This design comes from an exercise in tuning for small area and a short achievable clock period on the open sky130 flow, not from production work. At most, simulation tests tie the RTL to the original design; equivalence was not proved. No activity file was given, so power comes from the tool's default toggle rates.

==> flow/design.v <==
module fpa_add #(parameter W = 25, parameter L = 5)
                (input [W-1:0] a,
                 input [W-1:0] b,
                 input cin,
                 output [W-1:0] s,
                 output cout);
    wire [W-1:0] g [0:L];
    wire [W-1:0] p [0:L];
    wire [W-1:0] p0 = a ^ b;
    assign g[0] = (a & b) | {{(W-1){1'b0}}, p0[0] & cin};
    assign p[0] = p0;
    genvar l, i;
    generate
        for (l = 0; l < L; l = l + 1) begin : lv
            for (i = 0; i < W; i = i + 1) begin : bt
                if ((i >> l) & 1) begin : cmb
                    localparam J = ((i >> l) << l) - 1;
                    assign g[l+1][i] = g[l][i] | (p[l][i] & g[l][J]);
                    assign p[l+1][i] = p[l][i] & p[l][J];
                end else begin : pas
                    assign g[l+1][i] = g[l][i];
                    assign p[l+1][i] = p[l][i];
                end
            end
        end
    endgenerate
    assign s = p0 ^ {g[L][W-2:0], cin};
    assign cout = g[L][W-1];
endmodule
module FPU_Addition #(parameter BITS=32)
                        (input [BITS-1:0]A,
                         input [BITS-1:0]B,
                         input clk,
                         output [BITS-1:0] result);
    wire [7:0] eA = A[30:23];
    wire [7:0] eB = B[30:23];
    wire [7:0] gt0 = eA & ~eB;
    wire [7:0] eq0 = ~(eA ^ eB);
    wire [3:0] gt1, eq1;
    wire [1:0] gt2, eq2;
    genvar r;
    generate
        for (r = 0; r < 4; r = r + 1) begin : c1
            assign gt1[r] = gt0[2*r+1] | (eq0[2*r+1] & gt0[2*r]);
            assign eq1[r] = eq0[2*r+1] & eq0[2*r];
        end
        for (r = 0; r < 2; r = r + 1) begin : c2
            assign gt2[r] = gt1[2*r+1] | (eq1[2*r+1] & gt1[2*r]);
            assign eq2[r] = eq1[2*r+1] & eq1[2*r];
        end
    endgenerate
    wire comp = gt2[1] | (eq2[1] & (gt2[0] | eq2[0]));    
    wire [7:0] X;
    wire       xc;
    fpa_add #(8, 3) u_dab (.a(eA), .b(~eB), .cin(1'b1), .s(X), .cout(xc));
    wire [4:0] Y;
    wire       yc;
    fpa_add #(5, 3) u_dba (.a(eB[4:0]), .b(~eA[4:0]), .cin(1'b1), .s(Y), .cout(yc));
    wire [4:0] d = comp ? X[4:0] : Y;
    wire       big = comp ? |X[7:5] : ~(&X[7:5] & |X[4:0]);
    wire [23:0] mL = comp ? {1'b1, A[22:0]} : {1'b1, B[22:0]};
    wire [23:0] mS = comp ? {1'b1, B[22:0]} : {1'b1, A[22:0]};
    wire [7:0]  eL = comp ? eA : eB;
    wire        sL = comp ? A[31] : B[31];
    wire        sub = A[31] ^ B[31];
    wire [23:0] s0 = d[0] ? {1'b0,  mS[23:1]} : mS;
    wire [23:0] s1 = d[1] ? {2'b0,  s0[23:2]} : s0;
    wire [23:0] s2 = d[2] ? {4'b0,  s1[23:4]} : s1;
    wire [23:0] s3 = d[3] ? {8'b0,  s2[23:8]} : s2;
    wire [23:0] s4 = d[4] ? {16'b0, s3[23:16]} : s3;
    wire [23:0] mSa = big ? 24'd0 : s4;
    wire [24:0] T;
    wire        tc;
    fpa_add #(25, 5) u_add (.a({1'b0, mL}), .b({1'b0, mSa} ^ {25{sub}}), .cin(sub),
                         .s(T), .cout(tc));
    reg [24:0] T_r;
    reg [7:0]  eL_r;
    reg        sL_r;
    always @(posedge clk) begin
        T_r  <= T;
        eL_r <= eL;
        sL_r <= sL;
    end
    wire        z4 = ~|T_r[24:9];
    wire [24:0] n4 = z4 ? {T_r[8:0], 16'd0} : T_r;
    wire        z3 = ~|n4[24:17];
    wire [24:0] n3 = z3 ? {n4[16:0], 8'd0} : n4;
    wire        z2 = ~|n3[24:21];
    wire [24:0] n2 = z2 ? {n3[20:0], 4'd0} : n3;
    wire        z1 = ~|n2[24:23];
    wire [24:0] n1 = z1 ? {n2[22:0], 2'd0} : n2;
    wire        z0 = ~n1[24];
    wire [23:0] n0 = z0 ? n1[22:0] : n1[23:1];
    wire        tz = z4 & ~|T_r[8:0];
    wire [4:0]  lz = {z4, z3, z2 & ~tz, z1 & ~tz, z0};
    wire [6:0]  lo = {2'b0, eL_r[4:0]} + 7'd1 - {2'b0, lz};
    wire [2:0]  hi = lo[6] ? eL_r[7:5] - 3'd1 : eL_r[7:5] + {2'd0, lo[5]};
    wire [7:0]  expo = {hi, lo[4:0]};
    assign result = {sL_r, expo, n0[22:0]};
endmodule
export LEC_CHECK = 0
export CAP_MARGIN = 20
export CORE_MARGIN = 2
export CORE_UTILIZATION = 40
export SLEW_MARGIN = 20
create_clock -name core_clock -period 30.0 [get_ports {clk}]
standard.sh (not shown) runs the stock make flow with config.mk's settings and CLKGATE_MAP_FILE= SYNTH_SCRIPT=/design/flow/synth_recipe.tcl, a recipe that flattens the netlist after the stock synthesis.
==> flow/flow/run.sh <==
#!/bin/bash
# Standard synthesis and layout with two changes: the port buffers are the
# small sky130_fd_sc_hd__buf_1 instead of the delay buffer buffer_ports picks
# by default, and the timing repair steps aim for extra setup slack (the
# margin in flow/margin.txt) so that they size and buffer the critical paths.
set -euo pipefail
MARGIN=$(cat flow/margin.txt)
bash standard.sh finish SETUP_SLACK_MARGIN=$MARGIN \
    "BUFFER_PORTS_ARGS=-buffer_cell sky130_fd_sc_hd__buf_1" > standard.log 2>&1
==> flow/flow/margin.txt <==
18
Edit:
--- a/flow/design.v
+++ b/flow/design.v
@@ -34,29 +34,11 @@
                          output [BITS-1:0] result);
     wire [7:0] eA = A[30:23];
     wire [7:0] eB = B[30:23];
-    wire [7:0] gt0 = eA & ~eB;
-    wire [7:0] eq0 = ~(eA ^ eB);
-    wire [3:0] gt1, eq1;
-    wire [1:0] gt2, eq2;
-    genvar r;
-    generate
-        for (r = 0; r < 4; r = r + 1) begin : c1
-            assign gt1[r] = gt0[2*r+1] | (eq0[2*r+1] & gt0[2*r]);
-            assign eq1[r] = eq0[2*r+1] & eq0[2*r];
-        end
-        for (r = 0; r < 2; r = r + 1) begin : c2
-            assign gt2[r] = gt1[2*r+1] | (eq1[2*r+1] & gt1[2*r]);
-            assign eq2[r] = eq1[2*r+1] & eq1[2*r];
-        end
-    endgenerate
-    wire comp = gt2[1] | (eq2[1] & (gt2[0] | eq2[0]));    
     wire [7:0] X;
-    wire       xc;
-    fpa_add #(8, 3) u_dab (.a(eA), .b(~eB), .cin(1'b1), .s(X), .cout(xc));
-    wire [4:0] Y;
-    wire       yc;
-    fpa_add #(5, 3) u_dba (.a(eB[4:0]), .b(~eA[4:0]), .cin(1'b1), .s(Y), .cout(yc));
-    wire [4:0] d = comp ? X[4:0] : Y;
+    wire       comp;                              
+    fpa_add #(8, 3) u_dab (.a(eA), .b(~eB), .cin(1'b1), .s(X), .cout(comp));
+    wire [4:0] Xn = ~X[4:0] + 5'd1;
+    wire [4:0] d = comp ? X[4:0] : Xn;
     wire       big = comp ? |X[7:5] : ~(&X[7:5] & |X[4:0]);
     wire [23:0] mL = comp ? {1'b1, A[22:0]} : {1'b1, B[22:0]};
     wire [23:0] mS = comp ? {1'b1, B[22:0]} : {1'b1, A[22:0]};
Worst hold slack got worse by 0.011 ns. Total power is higher by 14%. Wire length is lower by 1.6%. Count of clock-buffer cells in the layout is unchanged. Global-route usage stays flat. Maximum frequency is lower by 0.36%. Via count is higher by 8.0%.
Only the layout flow was run in the first run of this note; the RTL was not checked for function there.

== v1 ==
FPU_Addition, a different RTL version from the one above (not shown whole).
For scale: about 680 cells after synthesis, ~34 flip-flops, ~97 I/O pins, about 6100 um2 of cells after synthesis.
==> module FPU_Addition, before the edit <==
module FPU_Addition #(parameter BITS=32)
                        (input [BITS-1:0]A,
                         input [BITS-1:0]B,
                         input clk,
                         output [BITS-1:0] result);
    wire [7:0] eA = A[30:23];
    wire [7:0] eB = B[30:23];
    wire [7:0] gt0 = eA & ~eB;
    wire [7:0] eq0 = ~(eA ^ eB);
    wire [3:0] gt1, eq1;
    wire [1:0] gt2, eq2;
    genvar r;
    generate
        for (r = 0; r < 4; r = r + 1) begin : c1
            assign gt1[r] = gt0[2*r+1] | (eq0[2*r+1] & gt0[2*r]);
            assign eq1[r] = eq0[2*r+1] & eq0[2*r];
        end
        for (r = 0; r < 2; r = r + 1) begin : c2
            assign gt2[r] = gt1[2*r+1] | (eq1[2*r+1] & gt1[2*r]);
            assign eq2[r] = eq1[2*r+1] & eq1[2*r];
        end
    endgenerate
    wire comp = gt2[1] | (eq2[1] & (gt2[0] | eq2[0]));    
    wire [4:0] X;
    wire       xc;
    fpa_add #(5, 3) u_dab (.a(eA[4:0]), .b(~eB[4:0]), .cin(1'b1), .s(X), .cout(xc));
    wire [4:0] Y;
    wire       yc;
    fpa_add #(5, 3) u_dba (.a(eB[4:0]), .b(~eA[4:0]), .cin(1'b1), .s(Y), .cout(yc));
    wire [4:0] d = comp ? X : Y;
    wire [4:0] K;
    wire       kc;                                
    fpa_add #(5, 3) u_k (.a(eA[7:3]), .b(~eB[7:3]), .cin(1'b1), .s(K), .cout(kc));
    wire       big = kc ? |K[4:2] : ~(&K[4:2] & |K[1:0]);
    wire [23:0] mL = comp ? {1'b1, A[22:0]} : {1'b1, B[22:0]};
    wire [23:0] mS = comp ? {1'b1, B[22:0]} : {1'b1, A[22:0]};
    wire [7:0]  eL = comp ? eA : eB;
    wire        sL = comp ? A[31] : B[31];
    wire        sub = A[31] ^ B[31];
    wire [23:0] s0 = d[0] ? {1'b0,  mS[23:1]} : mS;
    wire [23:0] s1 = d[1] ? {2'b0,  s0[23:2]} : s0;
    wire [23:0] s2 = d[2] ? {4'b0,  s1[23:4]} : s1;
    wire [23:0] s3 = d[3] ? {8'b0,  s2[23:8]} : s2;
    wire [23:0] s4 = d[4] ? {16'b0, s3[23:16]} : s3;
    wire [23:0] mSa = big ? 24'd0 : s4;
    wire [24:0] T;
    wire        tc;
    fpa_add #(25, 5) u_add (.a({1'b0, mL}), .b({1'b0, mSa} ^ {25{sub}}), .cin(sub),
                         .s(T), .cout(tc));
    reg [24:0] T_r;
    reg [7:0]  eL_r;
    reg        sL_r;
    always @(posedge clk) begin
        T_r  <= T;
        eL_r <= eL;
        sL_r <= sL;
    end
    wire        z4 = ~|T_r[24:9];
    wire [24:0] n4 = z4 ? {T_r[8:0], 16'd0} : T_r;
    wire        z3 = ~|n4[24:17];
    wire [24:0] n3 = z3 ? {n4[16:0], 8'd0} : n4;
    wire        z2 = ~|n3[24:21];
    wire [24:0] n2 = z2 ? {n3[20:0], 4'd0} : n3;
    wire        z1 = ~|n2[24:23];
    wire [24:0] n1 = z1 ? {n2[22:0], 2'd0} : n2;
    wire        z0 = ~n1[24];
    wire [23:0] n0 = z0 ? n1[22:0] : n1[23:1];
    wire        tz = z4 & ~|T_r[8:0];
    wire [4:0]  lz = {z4, z3, z2 & ~tz, z1 & ~tz, z0};
    wire [6:0]  lo = {2'b0, eL_r[4:0]} + 7'd1 - {2'b0, lz};
    wire [2:0]  hi = lo[6] ? eL_r[7:5] - 3'd1 : eL_r[7:5] + {2'd0, lo[5]};
    wire [7:0]  expo = {hi, lo[4:0]};
    assign result = {sL_r, expo, n0[22:0]};
endmodule
clock: 30.0 ns
lec_check: 0
cap_margin: 20
core_margin: 2
core_utilization: 40
cts_buf_list: sky130_fd_sc_hd__clkbuf_8
cts_cluster_diameter: 200
cts_cluster_size: 40
slew_margin: 20
Scripts as last shown in full above: flow/flow/run.sh, flow/flow/margin.txt
Having completed the whole flow, v1 delivered a layout that passed the timing, DRC and antenna checks.
> inputs changed (v1 -> v37)
--- a/flow/design.v
+++ b/flow/design.v
@@ -34,33 +34,12 @@
                          output [BITS-1:0] result);
     wire [7:0] eA = A[30:23];
     wire [7:0] eB = B[30:23];
-    wire [7:0] gt0 = eA & ~eB;
-    wire [7:0] eq0 = ~(eA ^ eB);
-    wire [3:0] gt1, eq1;
-    wire [1:0] gt2, eq2;
-    genvar r;
-    generate
-        for (r = 0; r < 4; r = r + 1) begin : c1
-            assign gt1[r] = gt0[2*r+1] | (eq0[2*r+1] & gt0[2*r]);
-            assign eq1[r] = eq0[2*r+1] & eq0[2*r];
-        end
-        for (r = 0; r < 2; r = r + 1) begin : c2
-            assign gt2[r] = gt1[2*r+1] | (eq1[2*r+1] & gt1[2*r]);
-            assign eq2[r] = eq1[2*r+1] & eq1[2*r];
-        end
-    endgenerate
-    wire comp = gt2[1] | (eq2[1] & (gt2[0] | eq2[0]));    
-    wire [4:0] X;
-    wire       xc;
-    fpa_add #(5, 3) u_dab (.a(eA[4:0]), .b(~eB[4:0]), .cin(1'b1), .s(X), .cout(xc));
-    wire [4:0] Y;
-    wire       yc;
-    fpa_add #(5, 3) u_dba (.a(eB[4:0]), .b(~eA[4:0]), .cin(1'b1), .s(Y), .cout(yc));
-    wire [4:0] d = comp ? X : Y;
-    wire [4:0] K;
-    wire       kc;                                
-    fpa_add #(5, 3) u_k (.a(eA[7:3]), .b(~eB[7:3]), .cin(1'b1), .s(K), .cout(kc));
-    wire       big = kc ? |K[4:2] : ~(&K[4:2] & |K[1:0]);
+    wire [7:0] X;
+    wire       comp;                              
+    fpa_add #(8, 3) u_dab (.a(eA), .b(~eB), .cin(1'b1), .s(X), .cout(comp));
+    wire [4:0] Xn = ~X[4:0] + 5'd1;
+    wire [4:0] d = comp ? X[4:0] : Xn;
+    wire       big = comp ? |X[7:5] : ~(&X[7:5] & |X[4:0]);
     wire [23:0] mL = comp ? {1'b1, A[22:0]} : {1'b1, B[22:0]};
     wire [23:0] mS = comp ? {1'b1, B[22:0]} : {1'b1, A[22:0]};
     wire [7:0]  eL = comp ? eA : eB;
Results
- Per the final summary, v37 finished and its layout is clean on timing, DRC and antenna.
- Row portion of netlist area occupied by mux cells: v37 lower / v1 higher
- On v37: count of plain and timing-repair buffers is about 9% higher than what v1 gave.
- v37 ends up with lower transition at the pin with the smallest max-transition slack than v1 does.
- In v37, relative contribution of combinational cells to total power is higher than in v1.
- Non-clock buffering overhead in the final layout, v1 and v37: larger value in v37
- v37: synthesized netlist net count higher than v1
- On amount of wire on met2 after detailed routing: between v1 and v37, it ends up higher for v37.
- Between v37 and v1, it is v37 whose ratio of final minimum period to clock period is higher, by 0.30 points.
- Compared v37 vs v1, and proportion of power drawn by the clock network is down in v37.
- Measured against each other, v1 and v37 differ in worst hold path depth, the higher figure coming from v37.
- On v37: final core utilization is 0.18 points lower than what v1 gave.
- On total negative setup slack, v37 tracks v1 almost exactly.
Only the layout flow was run in v1; the RTL was not checked for function there.

## v3
Another version of the RTL of FPU_Addition (not shown whole).
Size: ~780 cells after synthesis, about 34 flip-flops, ~97 I/O pins, roughly 6400 sq um of cells after synthesis.
==> module FPU_Addition, before the edit <==
module FPU_Addition #(parameter BITS=32)
                        (input [BITS-1:0]A,
                         input [BITS-1:0]B,
                         input clk,
                         output [BITS-1:0] result);
    wire [7:0] eA = A[30:23];
    wire [7:0] eB = B[30:23];
    wire [7:0] dAB, dBA;
    wire       cAB, cBA;
    fpa_add #(8) u_dab (.a(eA), .b(~eB), .cin(1'b1), .s(dAB), .cout(cAB));
    fpa_add #(8) u_dba (.a(eB), .b(~eA), .cin(1'b1), .s(dBA), .cout(cBA));
    wire comp = cAB;                              
    wire [7:0] d = comp ? dAB : dBA;
    wire [23:0] mL = comp ? {1'b1, A[22:0]} : {1'b1, B[22:0]};
    wire [23:0] mS = comp ? {1'b1, B[22:0]} : {1'b1, A[22:0]};
    wire [7:0]  eL = comp ? eA : eB;
    wire        sL = comp ? A[31] : B[31];
    wire        sub = A[31] ^ B[31];
    wire [23:0] s0 = d[0] ? {1'b0,  mS[23:1]} : mS;
    wire [23:0] s1 = d[1] ? {2'b0,  s0[23:2]} : s0;
    wire [23:0] s2 = d[2] ? {4'b0,  s1[23:4]} : s1;
    wire [23:0] s3 = d[3] ? {8'b0,  s2[23:8]} : s2;
    wire [23:0] s4 = d[4] ? {16'b0, s3[23:16]} : s3;
    wire [23:0] mSa = (|d[7:5]) ? 24'd0 : s4;
    wire [24:0] T;
    wire        tc;
    fpa_add #(25) u_add (.a({1'b0, mL}), .b({1'b0, mSa} ^ {25{sub}}), .cin(sub),
                         .s(T), .cout(tc));
    reg [24:0] T_r;
    reg [7:0]  eL_r;
    reg        sL_r;
    always @(posedge clk) begin
        T_r  <= T;
        eL_r <= eL;
        sL_r <= sL;
    end
    wire        z4 = ~|T_r[24:9];
    wire [24:0] n4 = z4 ? {T_r[8:0], 16'd0} : T_r;
    wire        z3 = ~|n4[24:17];
    wire [24:0] n3 = z3 ? {n4[16:0], 8'd0} : n4;
    wire        z2 = ~|n3[24:21];
    wire [24:0] n2 = z2 ? {n3[20:0], 4'd0} : n3;
    wire        z1 = ~|n2[24:23];
    wire [24:0] n1 = z1 ? {n2[22:0], 2'd0} : n2;
    wire        z0 = ~n1[24];
    wire [23:0] n0 = z0 ? n1[22:0] : n1[23:1];
    wire        tz = ~|T_r;
    wire [4:0]  lz = {z4, z3, z2, z1, z0};
    wire [6:0]  lo = {2'b0, eL_r[4:0]} + 7'd1 - {2'b0, lz};
    wire [2:0]  hi = lo[6] ? eL_r[7:5] - 3'd1 : eL_r[7:5] + {2'd0, lo[5]};
    wire [7:0]  expo = tz ? eL_r - 8'd24 : {hi, lo[4:0]};
    assign result = {sL_r, expo, n0[22:0]};
endmodule
clock: 30.0 ns
lec_check: 0
cap_margin: 20
core_margin: 2
core_utilization: 40
slew_margin: 20
==> flow/flow/margin.txt <==
0
Scripts as last shown in full above: flow/flow/run.sh
Input-level comparison between v6 and v3:
--- a/flow/design.v
+++ b/flow/design.v
@@ -75,9 +75,9 @@
     wire        z0 = ~n1[24];
     wire [23:0] n0 = z0 ? n1[22:0] : n1[23:1];
-    wire        tz = ~|T_r;
-    wire [4:0]  lz = {z4, z3, z2, z1, z0};
+    wire        tz = z4 & ~|T_r[8:0];
+    wire [4:0]  lz = {z4, z3, z2 & ~tz, z1 & ~tz, z0};
     wire [6:0]  lo = {2'b0, eL_r[4:0]} + 7'd1 - {2'b0, lz};
     wire [2:0]  hi = lo[6] ? eL_r[7:5] - 3'd1 : eL_r[7:5] + {2'd0, lo[5]};
-    wire [7:0]  expo = tz ? eL_r - 8'd24 : {hi, lo[4:0]};
+    wire [7:0]  expo = {hi, lo[4:0]};
     assign result = {sL_r, expo, n0[22:0]};
 endmodule
Findings:
- v6 | status: complete | timing, DRC, antenna: pass
- Global-route usage over all layers on v6 is down relative to v3.
- Sort v3 and v6 by final HPWL from detailed placement, ascending, and v6 comes first.
- Summary of v6 over v3: highest ir drop seen on vdd dropped 15%, die area dropped 1400 sq um, fraction of layout instances using a drive strength above 1 climbed 0.99 points, maximum fanout along the worst path climbed 43.
- In the tables for v3 and v6, net total in the final layout reads lower with v6.
- Part of the total power dissipated in combinational logic (lower): v6
- Final setup slack of the worst path for v6: 0.42 ns down relative to v3
No functional check of the RTL was part of any run of this note.

separate check: timing with driven ports:
The results above use ideal ports. As a check the final layouts listed here were re-extracted and re-timed, cells and wires unchanged.
Step 1 assumes that a clkbuf_16 drives the clock port and a buf_2 every other input.
Step 2 also shifts input and output timing later by t, the mid clock arrival at the registers, as if the neighbouring blocks saw the same clock.
Slacks: ideal / step 1 / step 2; pairs: ideal / step 1.
run | t (ns) | slack for setup (ns) | worst hold slack (ns) | latest minus earliest clock arrival (ns)
the first run of note 1 | 0.300 | 18.392 / 18.383 / 18.101 | 5.990 / 5.978 / 6.279 | 0.005 / 0.005
the second run of note 1 | 0.301 | 18.350 / 18.318 / 18.070 | 5.979 / 5.969 / 6.270 | 0.003 / 0.003
v1 | 0.303 | 18.443 / 18.418 / 18.205 | 5.995 / 5.992 / 6.295 | 0.006 / 0.006
v37 | 0.301 | 18.354 / 18.326 / 18.087 | 5.971 / 5.966 / 6.267 | 0.004 / 0.005
v3 | 0.303 | 17.872 / 17.840 / 17.587 | 6.018 / 6.005 / 6.308 | 0.005 / 0.004
v6 | 0.302 | 17.453 / 17.460 / 17.158 | 6.002 / 5.989 / 6.291 | 0.004 / 0.004
After both steps every run listed still meets setup and hold. The setup slack of v6, which loses most, moves by +0.007 ns with the drivers and by -0.295 ns with both steps.
